Source: an optimization exercise on an open RTL-to-GDS flow (aim: small area). Production flows keep margins and buffers that such runs may drop. At most, simulation tests tie the RTL to the original design; equivalence was not proved. The clock input has no modelled driver; a real chip could not lean on it and would need a root buffer or a full tree. No activity file was given, so power comes from the tool's default toggle rates.

==> indigo: inputs <==
==> flow/design.v <==
module seven_seg_controller (
    input clk,
    input reset,
    input avs_address,
    input avs_write,
    input [15:0] avs_writedata,
    output avs_waitrequest,
    output reg sr_data,
    output reg sr_clk,
    output reg sr_latch
);
    assign avs_waitrequest = 1'b0;
    localparam [5:0] ST_LOAD = 6'd31;
    localparam [5:0] ST_IDLE = 6'd6;
    reg        first;          
    reg [15:0] display_raw;    
    reg        display_ok;     
    reg [1:0]  digit_sel;
    reg [11:0] div;            
    reg [11:0] ticks;          
    reg [17:0] rfq;            
    localparam [17:0] RFR_INV = 18'b10_1010_1010_1010_1010;
    wire [17:0] rfr = rfq ^ RFR_INV;    
    reg        load_req;
    reg [3:0]  f_code;         
    reg [1:0]  f_digit;        
    reg [5:0]  st;
    wire div_z  = ~|div[10:0];
    wire div_fb = div[11] ^ div[0] ^ div[1] ^ div[7] ^ div_z;
    wire rfr_z  = ~|rfr[16:0];
    wire rfr_fb = rfr[17] ^ rfr[6] ^ rfr_z;
    wire wr      = avs_write & ~avs_address;
    wire debug   = display_ok & (&display_raw);
    wire tick    = div[11] & div_z;             
    wire refresh = ~debug & (load_req | (rfr[17] & rfr_z & ~first));
    wire shifting = st[5];
    wire is_load  = ~st[5] & st[4];
    wire is_idle  = ~st[5] & st[2] & st[1] & ~st[0];
    wire is_hold  = ~st[5] & ~st[4] & ~(st[2] & (st[1] | st[0]));   
    wire        st_en = tick & ~is_idle;
    reg  [11:0] tk_c;
    reg  [5:0]  st_c;
    integer i;
    always @(*) begin
        tk_c[0] = tick;
        for (i = 1; i < 12; i = i + 1)
            tk_c[i] = tk_c[i-1] & ticks[i-1];
        st_c[0] = st_en;
        for (i = 1; i < 6; i = i + 1)
            st_c[i] = st_c[i-1] & st[i-1];
    end
    wire [3:0] cur_code = display_raw[digit_sel*4 +: 4] & {4{display_ok}};
    localparam [15:0] SEG0 = 16'b1111110000010010;
    localparam [15:0] SEG1 = 16'b1111110001100000;
    localparam [15:0] SEG2 = 16'b1111110000000100;
    localparam [15:0] SEG3 = 16'b1111110010010010;
    localparam [15:0] SEG4 = 16'b1111111010111010;
    localparam [15:0] SEG5 = 16'b1111110010001110;
    localparam [15:0] SEG6 = 16'b1111110010000011;
    wire [7:0] seg = {1'b1, SEG6[f_code], SEG5[f_code], SEG4[f_code], SEG3[f_code],
                      SEG2[f_code], SEG1[f_code], SEG0[f_code]};
    wire [3:0] bi = st[4:1];
    wire frame_bit = bi[3] ? (bi[2] & (bi[1:0] == f_digit)) : seg[~bi[2:0]];
    always @(posedge clk or posedge reset) begin
        if (reset) begin
            first      <= 1'b1;
            display_ok <= 1'b0;
            digit_sel  <= 2'd0;
            div        <= 12'd0;
            ticks      <= 12'd0;
            load_req   <= 1'b0;
            sr_data    <= 1'b0;
            sr_clk     <= 1'b0;
            sr_latch   <= 1'b0;
        end else begin
            first <= 1'b0;
            div <= {div[10:0], div_fb};
            ticks <= ticks ^ tk_c;
            if (wr)
                display_ok <= 1'b1;
            load_req <= ~refresh & (wr | load_req);
            if (debug) begin
                sr_data  <= 1'b0;
                sr_clk   <= 1'b0;
                sr_latch <= ticks[11];
            end else begin
                digit_sel <= digit_sel ^ {refresh & digit_sel[0], refresh};
                if (tick) begin
                    sr_clk   <= shifting & st[0];
                    sr_latch <= is_hold;
                    if (shifting)
                        sr_data <= frame_bit;
                    else if (is_idle)
                        sr_data <= 1'b0;
                end
            end
        end
    end
    always @(posedge clk) begin
        if (wr)
            display_raw <= avs_writedata;
        if (first)
            rfq <= 18'd1 ^ RFR_INV;
        else if (load_req)
            rfq <= RFR_INV;
        else
            rfq <= {rfr[16:0], rfr_fb} ^ RFR_INV;
        if (first || debug)
            st <= ST_IDLE;
        else if (st_en)
            st <= st ^ st_c;
        else if (refresh)
            st <= ST_LOAD;
        if (tick && is_load && !debug) begin
            f_code  <= cur_code;
            f_digit <= digit_sel;
        end
    end
endmodule
==> flow/flow/run.sh <==
#!/bin/bash
# Own layout flow: the standard ORFS flow (standard.sh) with these changes
#  - synthesis: the standard flow's synthesis script with the logic mapped by an
#    area-oriented ABC script (flow/synth.tcl, flow/area.abc), and without
#    ORFS's half/full-adder extraction (ADDER_MAP_FILE empty), so ABC maps
#    that logic as well; registers are untouched;
#  - after floorplan, every cell is swapped for the smallest cell of its
#    family (same function, lowest drive); repair_design later upsizes
#    whatever slew or load limits need (flow/downsize.tcl);
#  - the port buffers are buf_1 rather than the delay-buffer cell;
#  - the clock tree is four clkbuf_8, each driving a quarter of the
#    flip-flops, all four driven by the clock port (flow/pre_cts.tcl).
# Output of the whole make run goes to flow_make.log in the work folder.
set -euo pipefail
W=$PWD
export FLOW_SYNTH_TCL=$W/synth_recipe.tcl
export FLOW_ABC_SCRIPT=$W/flow/area.abc
export POST_FLOORPLAN_TCL=$W/flow/downsize.tcl
export BUFFER_PORTS_ARGS="-buffer_cell sky130_fd_sc_hd__buf_1"
export PRE_CTS_TCL=$W/flow/pre_cts.tcl
export CLKBUF_CELL=sky130_fd_sc_hd__clkbuf_8
export CLK_CLUSTERS=4
sed -e "s#SYNTH_SCRIPT=[^ ]*#SYNTH_SCRIPT=$W/flow/synth.tcl ADDER_MAP_FILE=#" standard.sh > flow_standard.sh
grep -q "SYNTH_SCRIPT=$W/flow/synth.tcl" flow_standard.sh
bash flow_standard.sh > "$W/flow_make.log" 2>&1
==> flow/flow/area.abc <==
strash
ifraig
dc2
strash
&get -n
&deepsyn -J 100 -T 120
&put
strash
&get -n
&dch -f
&nf -a -R 1000
&put
topo
==> flow/flow/downsize.tcl <==
# Swap every cell for the smallest-area cell of the same family
# (sky130_fd_sc_hd__<function>_<drive>), skipping cells on DONT_USE_CELLS.
proc ds_dont_use { name } {
  foreach p $::env(DONT_USE_CELLS) {
    if { [string match $p $name] } { return 1 }
  }
  return 0
}
set ds_db [ord::get_db]
array unset ds_best
foreach lib [$ds_db getLibs] {
  foreach m [$lib getMasters] {
    set n [$m getName]
    if { ![regexp {^(sky130_fd_sc_hd__.+)_([0-9]+)$} $n -> fam drv] } { continue }
    if { [ds_dont_use $n] } { continue }
    if { [$m getType] ne "CORE" } { continue }
    set a [expr { [$m getWidth] * [$m getHeight] }]
    if { ![info exists ds_best($fam)] || $a < [lindex $ds_best($fam) 1] } {
      set ds_best($fam) [list $m $a]
    }
  }
}
set ds_n 0
foreach inst [[ord::get_db_block] getInsts] {
  set m [$inst getMaster]
  set n [$m getName]
  if { ![regexp {^(sky130_fd_sc_hd__.+)_([0-9]+)$} $n -> fam drv] } { continue }
  if { ![info exists ds_best($fam)] } { continue }
  lassign $ds_best($fam) bm ba
  if { $ba < [expr { [$m getWidth] * [$m getHeight] }] } {
    $inst swapMaster $bm
    incr ds_n
  }
}
puts "downsize: swapped $ds_n cells for smaller ones of the same family"
==> flow/flow/pre_cts.tcl <==
# Clock tree made here instead of by TritonCTS: the clock pins are split into
# CLK_CLUSTERS groups of equal size by position, and each group gets one clock
# buffer (CLKBUF_CELL) at its centre, driven by the clock port.
proc clock_tree_synthesis { args } {
  puts "clock_tree_synthesis skipped: the clock tree comes from flow/pre_cts.tcl"
}
set ct_cell sky130_fd_sc_hd__clkbuf_8
if { [info exists ::env(CLKBUF_CELL)] } { set ct_cell $::env(CLKBUF_CELL) }
set ct_k 4
if { [info exists ::env(CLK_CLUSTERS)] } { set ct_k $::env(CLK_CLUSTERS) }
set ct_block [ord::get_db_block]
set ct_master [[ord::get_db] findMaster $ct_cell]
set ct_clk [$ct_block findNet clk]
set ct_sinks [$ct_clk getITerms]
set ct_pts {}
foreach it $ct_sinks {
  set b [[$it getInst] getBBox]
  lappend ct_pts [list [expr { ([$b xMin] + [$b xMax]) / 2 }] [expr { ([$b yMin] + [$b yMax]) / 2 }]]
}
set ct_n [llength $ct_pts]
# groups of equal size: halve by x, then halve each half by y (ct_k is 2 or 4),
# or by x alone into ct_k slices (ct_k is 3)
proc ct_split { idx pts axis parts } {
  set sorted [lsort -integer -index 1 [lmap i $idx { list $i [lindex [lindex $pts $i] $axis] }]]
  set n [llength $sorted]
  set out {}
  for { set k 0 } { $k < $parts } { incr k } {
    set lo [expr { $k * $n / $parts }]
    set hi [expr { ($k + 1) * $n / $parts - 1 }]
    lappend out [lmap e [lrange $sorted $lo $hi] { lindex $e 0 }]
  }
  return $out
}
set ct_all {}
for { set i 0 } { $i < $ct_n } { incr i } { lappend ct_all $i }
if { $ct_k == 4 } {
  set ct_groups {}
  foreach half [ct_split $ct_all $ct_pts 0 2] {
    lappend ct_groups {*}[ct_split $half $ct_pts 1 2]
  }
} else {
  set ct_groups [ct_split $ct_all $ct_pts 0 $ct_k]
}
set ct_asg [lrepeat $ct_n 0]
set ct_c {}
set k 0
foreach g $ct_groups {
  set sx 0; set sy 0
  foreach i $g {
    lset ct_asg $i $k
    incr sx [lindex [lindex $ct_pts $i] 0]
    incr sy [lindex [lindex $ct_pts $i] 1]
  }
  lappend ct_c [list [expr { $sx / [llength $g] }] [expr { $sy / [llength $g] }]]
  incr k
}
for { set k 0 } { $k < $ct_k } { incr k } {
  set buf [odb::dbInst_create $ct_block $ct_master clkbuf_leaf_$k]
  set net [odb::dbNet_create $ct_block clknet_leaf_$k]
  $net setSigType CLOCK
  set m 0
  foreach it $ct_sinks a $ct_asg {
    if { $a == $k } {
      $it disconnect
      $it connect $net
      incr m
    }
  }
  [$buf findITerm A] connect $ct_clk
  [$buf findITerm X] connect $net
  $buf setLocation [lindex [lindex $ct_c $k] 0] [lindex [lindex $ct_c $k] 1]
  $buf setPlacementStatus PLACED
  puts "clock tree: $ct_cell clkbuf_leaf_$k drives $m clock pins"
}
set_propagated_clock [all_clocks]
==> flow/flow/synth.tcl <==
# The standard flow's synthesis script (synth_recipe.tcl in the work folder), run unchanged
# except that ABC maps the logic with the area-oriented script in
# FLOW_ABC_SCRIPT instead of ORFS's speed script. The registers are mapped
# before ABC runs, so they are the same as in the standard synthesis.
proc abc { args } {
  set i [lsearch -exact $args -script]
  if { $i >= 0 } { lset args [expr { $i + 1 }] $::env(FLOW_ABC_SCRIPT) }
  yosys abc {*}$args
}
source $::env(FLOW_SYNTH_TCL)
==> flow/standard.sh <==
#!/bin/bash
# synth_recipe.tcl (not shown) runs the flow's synth.tcl, then flattens the netlist and writes it again
# the make line also repeats each setting of config.mk as NAME=value (left out here)
make -C /OpenROAD-flow-scripts/flow DESIGN_CONFIG=/design/flow/config.mk WORK_HOME=/design/flow/orfs CLKGATE_MAP_FILE= SYNTH_SCRIPT=/design/flow/synth_recipe.tcl "${@:-finish}"
==> flow/config.mk <==
export PLATFORM = sky130hd
export DESIGN_NAME = seven_seg_controller
export DESIGN_NICKNAME = seven_seg_controller
export VERILOG_FILES = /design/flow/design.v
export SDC_FILE = /design/flow/constraint.sdc
export NUM_CORES = 4
export LEC_CHECK = 0
export CAP_MARGIN = 20
export CORE_MARGIN = 2
export CORE_UTILIZATION = 40
export SLEW_MARGIN = 20
==> flow/constraint.sdc <==
create_clock -name core_clock -period 10.0 [get_ports {clk}]
set_input_delay 2.0000 -clock core_clock [delete_from_list [all_inputs] [get_ports {clk}]]
set_output_delay 2.0000 -clock core_clock [all_outputs]
set_load 0.01 [all_outputs]
==> inputs of onyx, as changes to indigo <==
--- a/flow/design.v
+++ b/flow/design.v
@@ -18,4 +18,7 @@
     reg [1:0]  digit_sel;
-    reg [11:0] div;            
-    reg [11:0] ticks;          
+    reg [11:0] divq;           
+    localparam [11:0] DIV_INV = 12'b1010_1010_1010;
+    wire [11:0] div = divq ^ DIV_INV;   
+    reg [10:0] tks;            
+    reg        cyc23;          
     reg [17:0] rfq;            
@@ -23,3 +26,2 @@
     wire [17:0] rfr = rfq ^ RFR_INV;    
-    reg        load_req;
     reg [3:0]  f_code;         
@@ -29,2 +31,4 @@
     wire div_fb = div[11] ^ div[0] ^ div[1] ^ div[7] ^ div_z;
+    wire tks_z  = ~|tks[9:0];
+    wire tks_fb = tks[10] ^ tks[1] ^ tks_z;
     wire rfr_z  = ~|rfr[16:0];
@@ -33,4 +37,4 @@
     wire debug   = display_ok & (&display_raw);
-    wire tick    = div[11] & div_z;             
-    wire refresh = ~debug & (load_req | (rfr[17] & rfr_z & ~first));
+    wire tick    = div[11] & div_z & ~first;    
+    wire refresh = ~debug & rfr[17] & rfr_z & ~first;
     wire shifting = st[5];
@@ -40,3 +44,2 @@
     wire        st_en = tick & ~is_idle;
-    reg  [11:0] tk_c;
     reg  [5:0]  st_c;
@@ -44,5 +47,2 @@
     always @(*) begin
-        tk_c[0] = tick;
-        for (i = 1; i < 12; i = i + 1)
-            tk_c[i] = tk_c[i-1] & ticks[i-1];
         st_c[0] = st_en;
@@ -67,6 +67,2 @@
             display_ok <= 1'b0;
-            digit_sel  <= 2'd0;
-            div        <= 12'd0;
-            ticks      <= 12'd0;
-            load_req   <= 1'b0;
             sr_data    <= 1'b0;
@@ -76,7 +72,4 @@
             first <= 1'b0;
-            div <= {div[10:0], div_fb};
-            ticks <= ticks ^ tk_c;
             if (wr)
                 display_ok <= 1'b1;
-            load_req <= ~refresh & (wr | load_req);
             if (debug) begin
@@ -84,5 +77,4 @@
                 sr_clk   <= 1'b0;
-                sr_latch <= ticks[11];
+                sr_latch <= cyc23;
             end else begin
-                digit_sel <= digit_sel ^ {refresh & digit_sel[0], refresh};
                 if (tick) begin
@@ -102,5 +94,35 @@
         if (first)
+            divq <= 12'd1 ^ DIV_INV;
+        else
+            divq <= {div[10:0], div_fb} ^ DIV_INV;
+        if (first) begin
+            digit_sel <= 2'd0;
+            cyc23     <= 1'b0;
+        end else begin
+            digit_sel <= digit_sel ^ {refresh & digit_sel[0], refresh};
+            cyc23     <= cyc23 ^ (tick & tks[10] & tks_z);
+        end
+        if (first)
+            tks <= 11'd0;
+        else if (tick)
+            tks <= {tks[9:0], tks_fb};
+        if (first)
+            divq <= 12'd1 ^ DIV_INV;
+        else
+            divq <= {div[10:0], div_fb} ^ DIV_INV;
+        if (first) begin
+            digit_sel <= 2'd0;
+            cyc23     <= 1'b0;
+        end else begin
+            digit_sel <= digit_sel ^ {refresh & digit_sel[0], refresh};
+            cyc23     <= cyc23 ^ (tick & tks[10] & tks_z);
+        end
+        if (first)
+            tks <= 11'd0;
+        else if (tick)
+            tks <= {tks[9:0], tks_fb};
+        if (wr && !refresh)
+            rfq <= 18'h20000 ^ RFR_INV;
+        else if (first)
             rfq <= 18'd1 ^ RFR_INV;
-        else if (load_req)
-            rfq <= RFR_INV;
         else
==> qor summary <==
item                                                                         indigo         onyx
Outcome                                            no timing/DRC/antenna violations  no timing/DRC/antenna violations
Pin count of the biggest net entering global routing                             33           22
Worst setup path startpoint                                                 sr_data    avs_write
GR met2 Demand/Resource                                                       0.199        0.197
Launch point of the worst hold path                                         rfq[16]      rfq[10]
Count of distinct cell types in the synthesized netlist                          41           40
First-pass GRT wire length                                                  7770 um      8400 um
Area of the placeable core                                              0.00683 mm2  0.00672 mm2
Mapped Cells                                                                    237          246
Effective utilization at floorplan                                            0.415        0.408
Seq Cell Count                                                                   78           77
Post-synthesis share of cell area spent on and, or, nand and nor gates        0.166        0.177
Width of the chip                                                           88.2 um      86.8 um
Switching share of power                                                      0.244        0.198
CP Data Required Time                                                       8.00 ns     10.04 ns
Most used routing layer                                                        met2         met1
Total power density per cell area                                        178 mW/mm2   157 mW/mm2
CTS clock-pin slew for the worst setup and hold paths                       0.11 ns      0.10 ns
Worst ir drop on vdd                                                       0.122 mV    0.0817 mV
Only the layout flow was run in indigo; the RTL was not checked for function there. No run of this note takes its clock network from TritonCTS; it comes from the design's own scripts or RTL.

-- separate check: timing with driven ports --
In the flow no input, the clock included, has a driving cell. The finished layouts below were timed again as built, in two steps.
Step 1 sets driving cells, clkbuf_16 on the clock port and buf_2 on the other inputs (assumed; they add their load-dependent delay and slew).
Step 2 adds t to the input delays and takes it off the output delays; t is the mean of the earliest and latest rising clock arrival at the registers after step 1. Input paths then give back, and output paths get back, about the clock's delay inside the block.
Slacks: no drivers / after step 1 / after step 2; pairs: no drivers / after step 1.
run	t (ns)	setup WS [ns]	hold slack, ns	clock arrival spread, ns	worst data-port slew with drivers (ns)
indigo	0.216	7.289 / 7.233 / 7.259	0.385 / 0.385 / 0.385	0.010 / 0.011	0.03
onyx	0.221	7.150 / 7.186 / 6.965	0.396 / 0.396 / 0.396	0.016 / 0.017	0.04
After both steps every run listed still meets setup and hold. The setup slack of onyx, which loses most, moves by +0.036 ns with the drivers and by -0.185 ns with both steps.
